This design comes from an exercise in tuning for small area on the open sky130 flow, not from production work. At most, simulation tests tie the RTL to the original design; equivalence was not proved. Only the layout flow was run in run 1; the RTL was not checked for function there. Power figures rest on the tool's default switching activity, not on a simulated workload.

--- design.v ---
module VGA_controller(CLK, RST, xpos, ypos, H_sync_out, V_sync_out, ADDR);
	input CLK, RST;
	output reg [9:0] xpos;
	output reg [9:0] ypos;
	output H_sync_out, V_sync_out;
	output [17:0] ADDR;
	reg [14:0] hi;
	assign ADDR = {hi, ~xpos[2], xpos[1:0]};
	wire x_end = xpos[9] & xpos[8] & (&xpos[4:0]);    
	wire y_end = ypos[9] & (&ypos[3:0]);              
	wire lo_wrap = ~xpos[2] & xpos[1] & xpos[0];      
	wire [14:0] k = {{9{x_end}}, 1'b0, x_end, 2'b00, x_end, x_end | lo_wrap};
	wire [14:0] hi_sum;
	wire [15:0] cy;
	assign cy[0] = 1'b0;
	genvar i;
	generate for (i = 0; i < 15; i = i + 1) begin : add
		assign hi_sum[i] = hi[i] ^ k[i] ^ cy[i];
		assign cy[i+1] = (hi[i] & k[i]) | (cy[i] & (hi[i] ^ k[i]));
	end endgenerate
	always @(posedge CLK)
		if (RST | (x_end & y_end)) begin
			xpos <= 0;
			ypos <= 0;
			hi <= 15'd31655;                           
		end else begin
			hi <= hi_sum;
			if (x_end) begin
				xpos <= 0;
				ypos <= ypos + 1'b1;
			end else
				xpos <= xpos + 1'b1;
		end
	assign H_sync_out = ~((xpos >= 660) & (xpos <= 754));
	assign V_sync_out = ~(ypos[9:1] == 9'd247);       
endmodule
module VBUFF_controller(xpos, ypos, P1_xpos, P1_ypos, P2_xpos, P2_ypos, VRAM_in, LOSS_flag, COLOR_OUT);
	input [9:0] xpos, ypos;
	input [9:0] P1_xpos, P2_xpos;
	input [8:0] P1_ypos, P2_ypos;
	input VRAM_in;
	output LOSS_flag;
	output [7:0] COLOR_OUT;
	wire data_on = (xpos < 640) & (ypos < 480);
	wire outline = (xpos < 100) | (xpos >= 540) | (ypos < 20) | (ypos >= 460);
	wire wall1 = (P1_xpos <= 100) | (P1_xpos >= 540) | (P1_ypos <= 20) | (P1_ypos >= 460);
	wire wall2 = (P2_xpos <= 100) | (P2_xpos >= 540) | (P2_ypos <= 20) | (P2_ypos >= 460);
	wire x_p1 = (xpos == P1_xpos);
	wire x_p2 = (xpos == P2_xpos);
	wire trail1 = x_p1 & (xpos == {1'b0, P1_ypos}) & VRAM_in;
	wire trail2 = x_p2 & (xpos == {1'b0, P2_ypos}) & VRAM_in;
	wire meet = (P1_xpos == P2_xpos) & (P1_ypos == P2_ypos);
	wire p1_lost = wall1 | trail1;
	assign LOSS_flag = p1_lost | wall2 | trail2 | meet;
	wire p1_here = x_p1 & (ypos == {1'b0, P1_ypos});
	wire p2_here = x_p2 & (ypos == {1'b0, P2_ypos});
	wire t1, t2;
	LOSS_TEXT ltext(.xpos(xpos), .ypos(ypos), .t_p1_lost(t1), .t_p2_lost(t2));
	wire text = p1_lost ? t1 : t2;
	wire field = ~LOSS_flag & ~outline;
	wire red   = LOSS_flag ? text : (field & ~p1_here & p2_here);
	wire green = field & p1_here;
	wire blue1 = field & ~p1_here & ~p2_here & VRAM_in;
	wire blue0 = ~LOSS_flag & outline;
	assign COLOR_OUT = {red, red, red, green, green, green, blue1, blue0} & {8{data_on}};
endmodule
module LOSS_TEXT(xpos, ypos, t_p1_lost, t_p2_lost);
	input [9:0] xpos, ypos;
	output t_p1_lost, t_p2_lost;
	wire xa = (223 <= xpos) & (xpos <= 260);
	wire xb = (261 <= xpos) & (xpos <= 297);
	wire xc = (298 <= xpos) & (xpos <= 334);
	wire xd = (372 <= xpos) & (xpos <= 488);
	wire y0 = (28 <= ypos) & (ypos <= 65);
	wire y1 = (66 <= ypos) & (ypos <= 102);
	wire y2 = (103 <= ypos) & (ypos <= 139);
	wire y3 = (140 <= ypos) & (ypos <= 213);
	wire p_common = (y0 & (xa | xb | xc | xd)) | (y1 & (xa | xc)) | (y2 & (xa | xb | xc)) | (y3 & xa);
	wire p2_extra = y3 & xd;                        
	wire p1_extra = (y1 | y2 | y3) & xd;            
	wire w0 = (286 <= ypos) & (ypos <= 323);
	wire w1 = (324 <= ypos) & (ypos <= 360);
	wire w2 = (361 <= ypos) & (ypos <= 397);
	wire w3 = (398 <= ypos) & (ypos <= 434);
	wire w4 = (435 <= ypos) & (ypos <= 471);
	wire c1 = (52 <= xpos) & (xpos <= 88);
	wire c2 = (89 <= xpos) & (xpos <= 125);
	wire c3 = (126 <= xpos) & (xpos <= 162);
	wire c4 = (163 <= xpos) & (xpos <= 199);
	wire c5 = (200 <= xpos) & (xpos <= 236);
	wire c6 = (274 <= xpos) & (xpos <= 310);
	wire c7 = (348 <= xpos) & (xpos <= 384);
	wire c8 = (385 <= xpos) & (xpos <= 421);
	wire c9 = (422 <= xpos) & (xpos <= 458);
	wire c10 = (496 <= xpos) & (xpos <= 532);
	wire c11 = (533 <= xpos) & (xpos <= 569);
	wire c12 = (570 <= xpos) & (xpos <= 606);
	wire wcol = c1 | c3 | c5 | c6 | c7 | c9;
	wire wins = (w0 & (wcol | c8 | c10 | c11 | c12)) |
	            (w1 & (wcol | c10)) |
	            (w2 & (wcol | c10 | c11 | c12)) |
	            (w3 & (wcol | c2 | c4 | c12)) |
	            (w4 & (wcol | c2 | c4 | c10 | c11 | c12));
	assign t_p1_lost = p_common | p2_extra | wins;
	assign t_p2_lost = p_common | p1_extra | wins;
endmodule
module PLAYERS(CLK, RST, LOSS_flag, P1_left, P1_right, P2_left, P2_right,
	P1_xpos, P1_ypos, P2_xpos, P2_ypos, WEB, ADDR_B);
	input CLK, RST, LOSS_flag;
	input P1_left, P1_right, P2_left, P2_right;
	output [9:0] P1_xpos, P2_xpos;
	output [8:0] P1_ypos, P2_ypos;               
	output WEB;
	output [17:0] ADDR_B;
	reg [1:0] phase;
	reg [13:0] sub;
	wire sub_end = (sub == 14'b01011110001010);   
	wire sub_zero = (sub == 14'd0);
	wire [13:0] sub_next = {sub[12:0], ~(sub[13] ^ sub[12] ^ sub[11] ^ sub[1])};
	wire tick = ~LOSS_flag;
	wire move = tick & sub_end & (&phase);
	always @(posedge CLK)
		if (RST) begin
			phase <= 0;
			sub <= 0;
		end else if (tick) begin
			if (sub_end) begin
				sub <= 0;
				phase <= phase + 1'b1;
			end else
				sub <= sub_next;
		end
	assign WEB = phase[1] | (~phase[0] & ~sub_zero);
	wire d1l, d1r, d2l, d2r;
	DEBOUNCE P1L(CLK, RST, P1_left, d1l);
	DEBOUNCE P1R(CLK, RST, P1_right, d1r);
	DEBOUNCE P2L(CLK, RST, P2_left, d2l);
	DEBOUNCE P2R(CLK, RST, P2_right, d2r);
	reg [1:0] P1_dir, P2_dir;
	wire [1:0] P1_dir_r = RST ? 2'd1 : P1_dir;
	wire [1:0] P2_dir_r = RST ? 2'd3 : P2_dir;
	always @(posedge CLK) begin
		P1_dir <= d1l ? P1_dir_r - 1'b1 : d1r ? P1_dir_r + 1'b1 : P1_dir_r;
		P2_dir <= d2l ? P2_dir_r - 1'b1 : d2r ? P2_dir_r + 1'b1 : P2_dir_r;
	end
	reg [9:0] P1_xold, P2_xold;
	reg [8:0] P1_yold, P2_yold;
	reg [1:0] P1_last, P2_last;
	reg fresh;                                   
	STEP #(10) s1x(P1_xold, P1_last[0], P1_last[1], P1_xpos);
	STEP #(9)  s1y(P1_yold, ~P1_last[0], ~P1_last[1], P1_ypos);
	STEP #(10) s2x(P2_xold, P2_last[0], P2_last[1], P2_xpos);
	STEP #(9)  s2y(P2_yold, ~P2_last[0], ~P2_last[1], P2_ypos);
	always @(posedge CLK)
		if (RST) begin
			P1_xold <= 299;
			P1_yold <= 240;
			P1_last <= 2'd1;
			P2_xold <= 341;
			P2_yold <= 240;
			P2_last <= 2'd3;
			fresh <= 1;
		end else if (move) begin
			P1_xold <= P1_xpos;
			P1_yold <= P1_ypos;
			P1_last <= P1_dir;
			P2_xold <= P2_xpos;
			P2_yold <= P2_ypos;
			P2_last <= P2_dir;
			fresh <= 0;
		end
	wire s1 = ~fresh & ~phase[1];
	wire s2 = ~fresh & phase[1];
	wire [9:0] xs = (P1_xold & {10{s1}}) | (P2_xold & {10{s2}});
	wire [8:0] ys = (P1_yold & {9{s1}}) | (P2_yold & {9{s2}});
	ADDR440 ab(xs, ys, ADDR_B);
endmodule
module STEP(in, en, dn, out);
	parameter W = 10;
	input [W-1:0] in;
	input en, dn;
	output [W-1:0] out;
	wire [W-1:0] b = {{(W-1){en & dn}}, en};
	wire [W:0] cy;
	assign cy[0] = 1'b0;
	genvar i;
	generate for (i = 0; i < W; i = i + 1) begin : add
		assign out[i] = in[i] ^ b[i] ^ cy[i];
		assign cy[i+1] = (in[i] & b[i]) | (cy[i] & (in[i] ^ b[i]));
	end endgenerate
endmodule
module ADDR440(x, y, a);
	input [9:0] x;
	input [8:0] y;
	output [17:0] a;
	wire [17:0] t0 = {8'd0, x};
	wire [17:0] t1 = {y, 9'd0};
	wire [17:0] t2 = ~{3'd0, y, 6'd0};
	wire [17:0] t3 = ~{6'd0, y, 3'd0};
	wire [17:0] t4 = -18'd8900 + 18'd2;
	wire [17:0] s1 = t0 ^ t1 ^ t2;
	wire [17:0] c1 = {(t0 & t1) | (t0 & t2) | (t1 & t2), 1'b0};
	wire [17:0] s2 = s1 ^ c1 ^ t3;
	wire [17:0] c2 = {(s1 & c1) | (s1 & t3) | (c1 & t3), 1'b0};
	wire [17:0] s3 = s2 ^ c2 ^ t4;
	wire [17:0] c3 = {(s2 & c2) | (s2 & t4) | (c2 & t4), 1'b0};
	wire [18:0] cy;
	assign cy[0] = 1'b0;
	genvar i;
	generate for (i = 0; i < 18; i = i + 1) begin : add
		assign a[i] = s3[i] ^ c3[i] ^ cy[i];
		assign cy[i+1] = (s3[i] & c3[i]) | (cy[i] & (s3[i] ^ c3[i]));
	end endgenerate
endmodule
module DEBOUNCE(clk, rst, button, button_down);
	input clk, rst, button;
	output button_down;
	reg sync_0, sync_1, state;
	reg [16:0] cnt;
	always @(posedge clk) begin
		sync_0 <= rst | ~button;
		sync_1 <= rst | sync_0;
	end
	wire idle = (state == sync_1);
	wire ovf = (cnt == 17'b11111111100000001);
	always @(posedge clk)
		if (rst) begin
			cnt <= 0;
			state <= 1'b1;
		end else if (idle | ovf) begin
			cnt <= 0;
			if (~idle) state <= ~state;
		end else
			cnt <= {cnt[15:0], ~(cnt[16] ^ cnt[13])};
	assign button_down = ~state & ~idle & ovf;
endmodule
module TRON_game(CLK, P1_left, P1_right, P2_left, P2_right, H_sync_out, V_sync_out, COLOR_OUT, RST,
	VRAM_ADDR_A, VRAM_WE_A, VRAM_DOUT_A, VRAM_ADDR_B, VRAM_WE_B);
	input CLK, RST;
	input P1_left, P1_right, P2_left, P2_right;
	output H_sync_out, V_sync_out;
	output [7:0] COLOR_OUT;
	output [17:0] VRAM_ADDR_A;
	output VRAM_WE_A;
	input VRAM_DOUT_A;
	output [17:0] VRAM_ADDR_B;
	output VRAM_WE_B;
	wire [9:0] xpos, ypos;
	wire [9:0] P1_xpos, P2_xpos;
	wire [8:0] P1_ypos, P2_ypos;
	wire LOSS_flag;
	wire douta = VRAM_DOUT_A & ~RST;
	assign VRAM_WE_A = RST;
	VGA_controller display(.CLK(CLK), .RST(RST), .xpos(xpos), .ypos(ypos),
		.H_sync_out(H_sync_out), .V_sync_out(V_sync_out), .ADDR(VRAM_ADDR_A));
	VBUFF_controller vmem(.xpos(xpos), .ypos(ypos), .P1_xpos(P1_xpos), .P1_ypos(P1_ypos),
		.P2_xpos(P2_xpos), .P2_ypos(P2_ypos), .VRAM_in(douta), .LOSS_flag(LOSS_flag), .COLOR_OUT(COLOR_OUT));
	PLAYERS controls(.CLK(CLK), .RST(RST), .LOSS_flag(LOSS_flag),
		.P1_left(P1_left), .P1_right(P1_right), .P2_left(P2_left), .P2_right(P2_right),
		.P1_xpos(P1_xpos), .P1_ypos(P1_ypos), .P2_xpos(P2_xpos), .P2_ypos(P2_ypos),
		.WEB(VRAM_WE_B), .ADDR_B(VRAM_ADDR_B));
endmodule
--- config.mk ---
export PLATFORM = sky130hd
export DESIGN_NAME = TRON_game
export DESIGN_NICKNAME = TRON_game
export VERILOG_FILES = /design/flow/design.v
export SDC_FILE = /design/flow/constraint.sdc
export NUM_CORES = 4
export LEC_CHECK = 0
export CAP_MARGIN = 20
export CORE_MARGIN = 2
export CORE_UTILIZATION = 40
export CTS_BUF_LIST = sky130_fd_sc_hd__clkbuf_8
export CTS_CLUSTER_DIAMETER = 100
export CTS_CLUSTER_SIZE = 30
export PLACE_DENSITY = 0.6
export SLEW_MARGIN = 20
--- constraint.sdc ---
create_clock -name core_clock -period 40.0 [get_ports {CLK}]
set_input_delay 8.0000 -clock core_clock [delete_from_list [all_inputs] [get_ports {CLK}]]
set_output_delay 8.0000 -clock core_clock [all_outputs]
set_load 0.01 [all_outputs]
--- run.sh ---
#!/bin/bash
# synth_recipe.tcl (not shown) runs the flow's synth.tcl, then flattens the netlist and writes it again
# the make line also repeats each setting of config.mk as NAME=value (left out here)
make -C /OpenROAD-flow-scripts/flow DESIGN_CONFIG=/design/flow/config.mk WORK_HOME=/design/flow/orfs CLKGATE_MAP_FILE= SYNTH_SCRIPT=/design/flow/synth_recipe.tcl finish
==> results.cfg, run 1 <==
[setup_path]
cp_top_family = simple AND/OR/NAND/NOR gates
critPathSlowestCell = or4_1
r2r-start = controls.P2_last[0]
required_ns = 32.00
reg2reg_to = controls.P2_xold[7]
reg2reg_slack_ns = 33.10
cp.arrival_ns = 11.01
critPathBufInv = 2
max_stage_delay_ns = 0.53
worst-r2r-cell-count = 19
cp-end-kind = output pin
crit_type = in -> out
cp_cell_sequence = clkdlybuf4s50_1 > nor3b_1 > nand2_1 > or4_1 > o31ai_2 > o31ai_1 > nand3_1 > nor4bb_1 > a21oi_1 > clkdlybuf4s50_1
startpoint_type = primary input
critPathMaxFanout = 3
cp_common_cell = clkdlybuf4s50_1

[min_path]
holdPathStages = 1
whs_endpoint = controls.P2L.sync_1
hp-start = controls.P2L.sync_0
hold_path.class = reg -> reg

[synth]
muxShareOfSynthArea_pct = 6.342
synth_seq_area_share_pct = 30.98
netlist.area_leader.share_pct = 30.98
synth_area_leaders = dfxtp_1 31%, fa_1 9.2%, ha_1 7.0%
synth_top_cell_by_area = dfxtp_1
synth_top_family_by_area = simple AND/OR/NAND/NOR gates
syn_inst = 1290
synth-edff-count = 0
synth_cell_types = 76
ys.flop_type = dfxtp_1
yosys_warnings = 3
synthAdderAreaFrac_pct = 16.28
synth-compound-area-share_pct = 8.279
synth.most_common_cell = dfxtp_1
synth-seq-cells = 178
synth_xor_area_share_pct = 10.17
syn_area_um2 = 11500
synth_nets = 1414
async_reset_ff_share_pct = 0
avgSynthCellArea_um2 = 8.916
yosys.area_share.simple_pct = 20.72
synth_commonest_cells = 178 x dfxtp_1, 112 x inv_1, 107 x nor2_1

[floorplanning]
top_level_ports = 55
die_y_um = 173.6
die-area_um2 = 30120
start_util_pct = 40.40
coreArea_um2 = 28470
die_w_um = 173.6
num_rows = 62

[clock_network]
path_clk_slew_ns = 0.11
cts_setup_buffers = 0
clk_latency_ns = 0.47
h-tree-depth = 4
hold_buffers = 0
clockBufferDepth = 2
cts-root-buf = clkbuf_8
cts_inserted_buffers = 17
cts.sinks = 178
cts.repair.resized = 0
cts_tree = built

[job]
maxCapViolCount = 0

[sta]
fin_crit_ns = 19.01
holdWs_ns = 0.4242
finalWorstSetupSlack_ns = 20.99
fin_skew_ns = 0.01817
tightest_slew_ns = 1.062
hold_viol = 0
fmax_mhz = 52.60
relSlewSlack_pct = 29.11
final.setup.tns_ns = 0
drv_slew = 0
rsz0062_at_grt = false
setup_viol = 0
fin_crit_sh_pct = 47.53

[route]
viasPerCell = 5.178
wl_um = 25410
vias = 8719
final_antenna_net_count = 0
drtIter0Drc = 397
drc_errors = 0
dr.pass1.iters = 5
wire_per_inst_um = 15.09

[power]
p_int_uw = 233.3
swShare_pct = 28.07
leakage_nw = 5.290
pwr-share-clk_pct = 41.0
p_switching_uw = 91.05
pwr-share-comb_pct = 3.5
p_per_area_nw_per_um2 = 25.62
peakVddDrop_mv = 0.02050
seqPwrFrac_pct = 55.6

[finish]
area.growth.synth_to_final_pct = 10.07
fin_nets = 1411
drive_above_1_share_pct = 5.000
antenna_cells = 0
fin_cells = 1684

[placement]
placed_cells = 1652
place_hpwl_um = 18280
port_buffers = 54
dp_slack_ns = 21.01
gp_congestion = 0.8819

[global_routing]
grt_pass1_vias = 8399
grtUsageTotal_pct = 17.28
grt_pass1_wl_um = 42890
grt_max_degree = 52
antenna_found_initial = 0
grt_overflow_total = 0

[run_status]
status = no timing/DRC/antenna violations
[worst register-to-register path: stages, from the launching register on]
cell,delay [ns]
dfxtp_1,0.42
and2_1,0.45
fa_1,0.52
fa_1,0.38
fa_1,0.42
fa_1,0.43
fa_1,0.40
fa_1,0.36
inv_1,0.07
fa_1,0.15
inv_1,0.05
fa_1,0.54
nand2b_1,0.21
or4_1,0.47
a21oi_1,0.22
nand3_1,0.15
or4b_2,0.68
buf_4,0.37
mux2_1,0.45
nor2_1,0.09
[kinds of logic after synthesis]
group	Yosys count
adder cells (fa/ha/maj)	118
flip-flops	178
multiplexers	70
AO/OA/AOI/OAI	137
AND/OR/NAND/NOR	459
buffers and inverters	200
XOR/XNOR	128
[routing by layer]
layer	part of all wire (%)	GRT usage [%]	vias to the layer above	wire length [um]
li1	-	-	4330	-
met1	47	23.71	4162	11990
met2	47	28.32	201	12060
met3	3.9	2.478	26	981
met4	1.5	5.014	0	380
met5	0	0	-	0
[cell usage in the layout (no fill, tap or decap), types with 6 or more instances in the layout]
master / netlist / layout
a21o_1: 7 / 7
a21oi_1: 35 / 35
and2_1: 75 / 75
and3_1: 10 / 10
buf_4: 12 / 11
clkbuf_8: 0 / 17
clkdlybuf4s50_1: 0 / 53
clkinv_8: 0 / 6
dfxtp_1: 178 / 178
fa_1: 53 / 53
ha_1: 64 / 64
inv_1: 112 / 112
mux2i_1: 62 / 62
nand2_1: 87 / 87
nand2b_1: 17 / 17
nand3_1: 29 / 29
nand3b_1: 9 / 9
nand4_1: 18 / 18
nor2_1: 107 / 107
nor2b_1: 6 / 6
nor3_1: 31 / 28
nor4_1: 27 / 26
o211ai_1: 10 / 10
o21ai_0: 20 / 20
o31ai_1: 6 / 6
or3_1: 7 / 7
or4_1: 10 / 10
xnor2_1: 59 / 59
xor2_1: 65 / 65
[worst max-delay path by stage]
stage	start	slack, ns	to	cells past startpoint
6_report	VRAM_DOUT_A	20.99	COLOR_OUT[5]	10
5_1_grt	VRAM_DOUT_A	20.82	COLOR_OUT[5]	10
4_1_cts	VRAM_DOUT_A	21.00	COLOR_OUT[5]	10
3_5_place_dp	VRAM_DOUT_A	21.01	COLOR_OUT[5]	10
3_3_place_gp	VRAM_DOUT_A	21.10	COLOR_OUT[5]	10
2_1_floorplan	RST	22.02	COLOR_OUT[6]	9
[sequential cells by signal, indices dropped and copies added, names as in the netlist, 14 cells and up]
signal,cells
display.hi,15
controls.sub,14
controls.P1L.cnt,17
controls.P2L.cnt,17
controls.P2R.cnt,17
controls.P1R.cnt,17
[through the flow]
step / power (mW) / util [%] / cell area, um2
floorplan: 0.1912 / - / 11500
finish: 0.3244 / 44.47 / 12660
CTS: 0.3304 / 44.45 / 12650
global route: 0.3381 / 44.47 / 12660
detailed placement: 0.1957 / 42.88 / 12210
global placement: 0.1955 / 42.82 / 12190
[power by group through the flow]
stage / sequential [mW] / combinational, mW / clock [mW]
floorplan: 0.183 / 0.00796 / 0
global placement: 0.184 / 0.0112 / 0
detailed placement: 0.184 / 0.0114 / 0
CTS: 0.180 / 0.0114 / 0.139
global route: 0.181 / 0.0126 / 0.145
finish: 0.180 / 0.0113 / 0.133
[layout make-up]
| class | instances | area (um2) |
|---|---|---|
| Inverter | 113 | 424.2 |
| Fill cell | 2825 | 15810 |
| Clock buffer | 17 | 234.0 |
| Multi-Input combinational cell | 912 | 7128 |
| Clock inverter | 15 | 211.5 |
| Sequential cell | 178 | 3563 |
| Tap cell | 384 | 480.5 |
| Timing Repair Buffer | 65 | 618.1 |
==> run 2, diff against run 1 <==
--- a/design.v
+++ b/design.v
@@ -4,31 +4,19 @@
 	output reg [9:0] ypos;
 	output H_sync_out, V_sync_out;
-	output [17:0] ADDR;
-	reg [14:0] hi;
-	assign ADDR = {hi, ~xpos[2], xpos[1:0]};
+	output reg [17:0] ADDR;
 	wire x_end = xpos[9] & xpos[8] & (&xpos[4:0]);    
 	wire y_end = ypos[9] & (&ypos[3:0]);              
-	wire lo_wrap = ~xpos[2] & xpos[1] & xpos[0];      
-	wire [14:0] k = {{9{x_end}}, 1'b0, x_end, 2'b00, x_end, x_end | lo_wrap};
-	wire [14:0] hi_sum;
-	wire [15:0] cy;
-	assign cy[0] = 1'b0;
-	genvar i;
-	generate for (i = 0; i < 15; i = i + 1) begin : add
-		assign hi_sum[i] = hi[i] ^ k[i] ^ cy[i];
-		assign cy[i+1] = (hi[i] & k[i]) | (cy[i] & (hi[i] ^ k[i]));
-	end endgenerate
 	always @(posedge CLK)
 		if (RST | (x_end & y_end)) begin
 			xpos <= 0;
 			ypos <= 0;
-			hi <= 15'd31655;                           
+			ADDR <= 18'd253244;                       
+		end else if (x_end) begin
+			xpos <= 0;
+			ypos <= ypos + 1'b1;
+			ADDR <= ADDR - 18'd359;
 		end else begin
-			hi <= hi_sum;
-			if (x_end) begin
-				xpos <= 0;
-				ypos <= ypos + 1'b1;
-			end else
-				xpos <= xpos + 1'b1;
+			xpos <= xpos + 1'b1;
+			ADDR <= ADDR + 1'b1;
 		end
 	assign H_sync_out = ~((xpos >= 660) & (xpos <= 754));
@@ -109,8 +97,11 @@
 	input CLK, RST, LOSS_flag;
 	input P1_left, P1_right, P2_left, P2_right;
-	output [9:0] P1_xpos, P2_xpos;
-	output [8:0] P1_ypos, P2_ypos;               
+	output reg [9:0] P1_xpos, P2_xpos;
+	output reg [8:0] P1_ypos, P2_ypos;           
 	output WEB;
 	output [17:0] ADDR_B;
+	reg [1:0] P1_dir, P2_dir;
+	reg [1:0] P1_last, P2_last;                  
+	reg fresh;                                   
 	reg [1:0] phase;
 	reg [13:0] sub;
@@ -137,5 +128,4 @@
 	DEBOUNCE P2L(CLK, RST, P2_left, d2l);
 	DEBOUNCE P2R(CLK, RST, P2_right, d2r);
-	reg [1:0] P1_dir, P2_dir;
 	wire [1:0] P1_dir_r = RST ? 2'd1 : P1_dir;
 	wire [1:0] P2_dir_r = RST ? 2'd3 : P2_dir;
@@ -144,72 +134,42 @@
 		P2_dir <= d2l ? P2_dir_r - 1'b1 : d2r ? P2_dir_r + 1'b1 : P2_dir_r;
 	end
-	reg [9:0] P1_xold, P2_xold;
-	reg [8:0] P1_yold, P2_yold;
-	reg [1:0] P1_last, P2_last;
-	reg fresh;                                   
-	STEP #(10) s1x(P1_xold, P1_last[0], P1_last[1], P1_xpos);
-	STEP #(9)  s1y(P1_yold, ~P1_last[0], ~P1_last[1], P1_ypos);
-	STEP #(10) s2x(P2_xold, P2_last[0], P2_last[1], P2_xpos);
-	STEP #(9)  s2y(P2_yold, ~P2_last[0], ~P2_last[1], P2_ypos);
 	always @(posedge CLK)
 		if (RST) begin
-			P1_xold <= 299;
-			P1_yold <= 240;
-			P1_last <= 2'd1;
-			P2_xold <= 341;
-			P2_yold <= 240;
-			P2_last <= 2'd3;
+			P1_xpos <= 300;
+			P1_ypos <= 240;
+			P2_xpos <= 340;
+			P2_ypos <= 240;
 			fresh <= 1;
 		end else if (move) begin
-			P1_xold <= P1_xpos;
-			P1_yold <= P1_ypos;
+			fresh <= 0;
 			P1_last <= P1_dir;
-			P2_xold <= P2_xpos;
-			P2_yold <= P2_ypos;
 			P2_last <= P2_dir;
-			fresh <= 0;
+			case (P1_dir)
+				2'd0: P1_ypos <= P1_ypos - 1'b1;
+				2'd1: P1_xpos <= P1_xpos + 1'b1;
+				2'd2: P1_ypos <= P1_ypos + 1'b1;
+				2'd3: P1_xpos <= P1_xpos - 1'b1;
+			endcase
+			case (P2_dir)
+				2'd0: P2_ypos <= P2_ypos - 1'b1;
+				2'd1: P2_xpos <= P2_xpos + 1'b1;
+				2'd2: P2_ypos <= P2_ypos + 1'b1;
+				2'd3: P2_xpos <= P2_xpos - 1'b1;
+			endcase
 		end
-	wire s1 = ~fresh & ~phase[1];
-	wire s2 = ~fresh & phase[1];
-	wire [9:0] xs = (P1_xold & {10{s1}}) | (P2_xold & {10{s2}});
-	wire [8:0] ys = (P1_yold & {9{s1}}) | (P2_yold & {9{s2}});
-	ADDR440 ab(xs, ys, ADDR_B);
-endmodule
-module STEP(in, en, dn, out);
-	parameter W = 10;
-	input [W-1:0] in;
-	input en, dn;
-	output [W-1:0] out;
-	wire [W-1:0] b = {{(W-1){en & dn}}, en};
-	wire [W:0] cy;
-	assign cy[0] = 1'b0;
-	genvar i;
-	generate for (i = 0; i < W; i = i + 1) begin : add
-		assign out[i] = in[i] ^ b[i] ^ cy[i];
-		assign cy[i+1] = (in[i] & b[i]) | (cy[i] & (in[i] ^ b[i]));
-	end endgenerate
-endmodule
-module ADDR440(x, y, a);
-	input [9:0] x;
-	input [8:0] y;
-	output [17:0] a;
-	wire [17:0] t0 = {8'd0, x};
-	wire [17:0] t1 = {y, 9'd0};
-	wire [17:0] t2 = ~{3'd0, y, 6'd0};
-	wire [17:0] t3 = ~{6'd0, y, 3'd0};
-	wire [17:0] t4 = -18'd8900 + 18'd2;
-	wire [17:0] s1 = t0 ^ t1 ^ t2;
-	wire [17:0] c1 = {(t0 & t1) | (t0 & t2) | (t1 & t2), 1'b0};
-	wire [17:0] s2 = s1 ^ c1 ^ t3;
-	wire [17:0] c2 = {(s1 & c1) | (s1 & t3) | (c1 & t3), 1'b0};
-	wire [17:0] s3 = s2 ^ c2 ^ t4;
-	wire [17:0] c3 = {(s2 & c2) | (s2 & t4) | (c2 & t4), 1'b0};
-	wire [18:0] cy;
-	assign cy[0] = 1'b0;
-	genvar i;
-	generate for (i = 0; i < 18; i = i + 1) begin : add
-		assign a[i] = s3[i] ^ c3[i] ^ cy[i];
-		assign cy[i+1] = (s3[i] & c3[i]) | (cy[i] & (s3[i] ^ c3[i]));
-	end endgenerate
+	wire sel1 = ~phase[1];
+	wire [9:0] xs = fresh ? 10'd0 : sel1 ? P1_xpos : P2_xpos;
+	wire [8:0] ys = fresh ? 9'd0 : sel1 ? P1_ypos : P2_ypos;
+	wire [1:0] ls = sel1 ? P1_last : P2_last;
+	reg [17:0] k;
+	always @(*)
+		if (fresh) k = -18'd8900;
+		else case (ls)
+			2'd0: k = -18'd8900 + 18'd440;       
+			2'd1: k = -18'd8900 - 18'd1;         
+			2'd2: k = -18'd8900 - 18'd440;       
+			default: k = -18'd8900 + 18'd1;      
+		endcase
+	assign ADDR_B = xs + 18'd440 * ys + k;
 endmodule
 module DEBOUNCE(clk, rst, button, button_down);
--- a/config.mk
+++ b/config.mk
@@ -9,7 +9,4 @@
 export CORE_MARGIN = 2
 export CORE_UTILIZATION = 40
-export CTS_BUF_LIST = sky130_fd_sc_hd__clkbuf_8
-export CTS_CLUSTER_DIAMETER = 100
-export CTS_CLUSTER_SIZE = 30
 export PLACE_DENSITY = 0.6
 export SLEW_MARGIN = 20
==> run 2 against run 1 <==
Still clean on timing, DRC and antenna. Hold slack got worse by 0.012 ns. Non-clock buffer count is 6 higher. Wire length is 25% higher. Combinational power is 26% higher. Clock skew fell by 0.0033 ns. Largest cell class unchanged.
==> results.cfg, run 2 <==
[global_routing]
grt_pass1_vias = 10470
antenna_found_initial = 0
grt_overflow_total = 0
grt_pass1_wl_um = 52620
grt_max_degree = 65
grtUsageTotal_pct = 18.69

[finish]
stdcell_area_um2 = 14630
antenna_cells = 0
fin_nets = 1713
drive_above_1_share_pct = 6.064
largest_register_ffs = 18
area.growth.synth_to_final_pct = 10.64
layout_common_cells = 177 x dfxtp_1, 119 x nor2_1, 117 x xnor2_1, 114 x nand2_1, 108 x ha_1
fill_cells = 3195
seqCellArea_um2 = 3664
multi_input_area_um2 = 8747
top_register = display.ADDR
layout_commonest_cell = dfxtp_1
fin_util_pct = 44.98

[placement]
port_buffers = 54
gp_congestion = 0.9051
dp_slack_ns = 20.30
placed_area_um2 = 13970
place_hpwl_um = 22630

[clock_network]
h-tree-depth = 4
cts.sinks = 181
cts_tree = built
hold_buffers = 0
cts-root-buf = clkbuf_16
cts.repair.resized = 0
clk_latency_ns = 0.44
clockBufferDepth = 2
cts_inserted_buffers = 17
cts_setup_buffers = 0
path_clk_slew_ns = 0.09

[sta]
fin_crit_ns = 19.68
fin_skew_ns = 0.01491
tightest_slew_ns = 0.8837
fin_crit_sh_pct = 49.19
fmax_mhz = 50.82
drv_slew = 0
final.setup.tns_ns = 0
relSlewSlack_pct = 40.54
hold_viol = 0
finalWorstSetupSlack_ns = 20.32
setup_viol = 0
rsz0062_at_grt = false

[synth]
synth_commonest_cells = 177 x dfxtp_1, 119 x nor2_1, 117 x xnor2_1
yosys_warnings = 3
synth_seq_area_share_pct = 27.70
synth_nets = 1730
avgSynthCellArea_um2 = 8.334
synth-seq-cells = 181
syn_area_um2 = 13230
synth-edff-count = 4
syn_inst = 1587
ys.flop_type = dfxtp_1
synth_top_cell_by_area = dfxtp_1
netlist.area_leader.share_pct = 26.79
async_reset_ff_share_pct = 0
synth_cell_types = 79
synth_area_leaders = dfxtp_1 27%, ha_1 10%, xnor2_1 7.7%
synth.most_common_cell = dfxtp_1

[setup_path]
max_stage_delay_ns = 0.79
cp-end-kind = output pin
crit_type = in -> out
critPathMaxFanout = 23
required_ns = 32.00
critPathSlowestCell = nand3_1
startpoint_type = primary input
cp_cell_sequence = clkdlybuf4s50_1 > nor3b_1 > nand4_1 > nor4_1 > a211oi_1 > nand3_1 > or2_2 > nor3b_1 > clkdlybuf4s50_1
cp.arrival_ns = 11.68

[route]
final_antenna_net_count = 0
viasPerCell = 5.476
drtIter0Drc = 780
drc_errors = 0
vias = 11090
dr.pass1.iters = 5
wire_per_inst_um = 15.66
wl_um = 31710

[job]
maxCapViolCount = 0

[floorplanning]
start_util_pct = 40.65
die-area_um2 = 34540
top_level_ports = 55
die_y_um = 185.8
coreArea_um2 = 32540
num_rows = 66
die_w_um = 185.8

[power]
p_per_area_nw_per_um2 = 25.88
leakage_nw = 5.894
peakVddDrop_mv = 0.02456

[run_status]
status = no timing/DRC/antenna violations

[min_path]
hold_path.class = reg -> reg
[run 2: cell count changes after synthesis, moves of 25 or more]
cell     previous run  this run
mux2i_1            62        37
ha_1               64       108
xnor2_1            59       117
fa_1               53        28
a21oi_1            35        81
o21ai_0            20        58
nand2_1            87       114
[run 2: through the flow]
step                power (mW)  cells  hold WS, ns
floorplan               0.1963   1587       0.3895
global placement        0.2013   1991       0.3905
detailed placement      0.2013   1993       0.3932
CTS                     0.3821   2025       0.4146
global route            0.3915   2025       0.4303
finish                  0.3788   2025       0.4125
[run 2: path summary, 6_finish.rpt]
path	depth (start not counted)	to	slack (ns)	startpoint
setup reg to reg	14	display.ADDR[16]	36.39	display.xpos[1]
setup / recovery	9	COLOR_OUT[4]	20.32	VRAM_DOUT_A
hold / removal	1	controls.P1R.sync_1	0.41	controls.P1R.sync_0
hold reg to reg	1	controls.P1R.sync_1	0.41	controls.P1R.sync_0
[run 2: kinds of logic (layout without fill, tap and decap cells)]
kind of cell / after synthesis / count (layout) / synth area share (%)
compound gates: 290 / 290 / 14.59
xor+xnor: 173 / 173 / 11.46
fa+ha+maj: 136 / 136 / 14.45
buf+inv: 205 / 201 / 6.366
flops: 181 / 181 / 27.70
mux: 45 / 45 / 3.510
simple gates: 557 / 557 / 21.93
[run 2: layer usage]
layer  up-vias  share of wire, %  GRT usage, %
met3        41               6.1         2.720
met5         -                 0             0
li1       5508                 -             -
met2       345                45         30.57
met1      5194                48         25.69
met4         0               1.7         5.039
[run 2: area by class of cell]
| cell class | count | share of cell area [%] |
|---|---|---|
| Multi-Input combinational cell | 1201 | 59.77 |
| Sequential cell | 181 | 25.03 |
| Timing Repair Buffer | 71 | 4.497 |
| Tap cell | 442 | 3.779 |
| Clock buffer | 17 | 2.907 |
| Inverter | 98 | 2.514 |
| Clock inverter | 15 | 1.496 |
[run 2: report_power, final]
| part | internal (mW) | switching (mW) | total [mW] |
|---|---|---|---|
| Clock | 0.0888 | 0.0928 | 0.182 |
| Sequential | 0.182 | 0.000989 | 0.183 |
| Combinational | 0.00533 | 0.00889 | 0.0142 |
[run 2: worst max-delay path: cells and delay by family]
family	cells	cell delay, ns
AND/OR/NAND/NOR	6	2.03
buffers and inverters	2	1.03
AO/OA/AOI/OAI	1	0.61

[static timing again, ports no longer ideal]
In the flow no input, the clock included, has a driving cell. The finished layouts below were timed again as built, in two steps. Step 1, drivers: a clkbuf_16 drives CLK and a buf_2 each remaining input, both assumed. Step 2 also shifts input and output timing later by t, the mid clock arrival at the registers, as if the neighbouring blocks saw the same clock. a / b / c = ideal / step 1 / step 2; a / b = the first two.
| run | t (ns) | setup slack, ns | worst setup path at the end | worst register clock-pin slew, ns | cell pins on the clock port's net |
|---|---|---|---|---|---|
| run 1 | 0.504 | 20.989 / 20.960 / 20.960 | input to output | 0.12 / 0.12 | 1 |
| run 2 | 0.482 | 20.323 / 20.298 / 20.298 | input to output | 0.09 / 0.09 | 1 |
After both steps setup and hold are still met in every run listed. For run 1, which loses most, drivers alone change the setup slack by -0.029 ns; drivers and shift together by -0.029 ns.
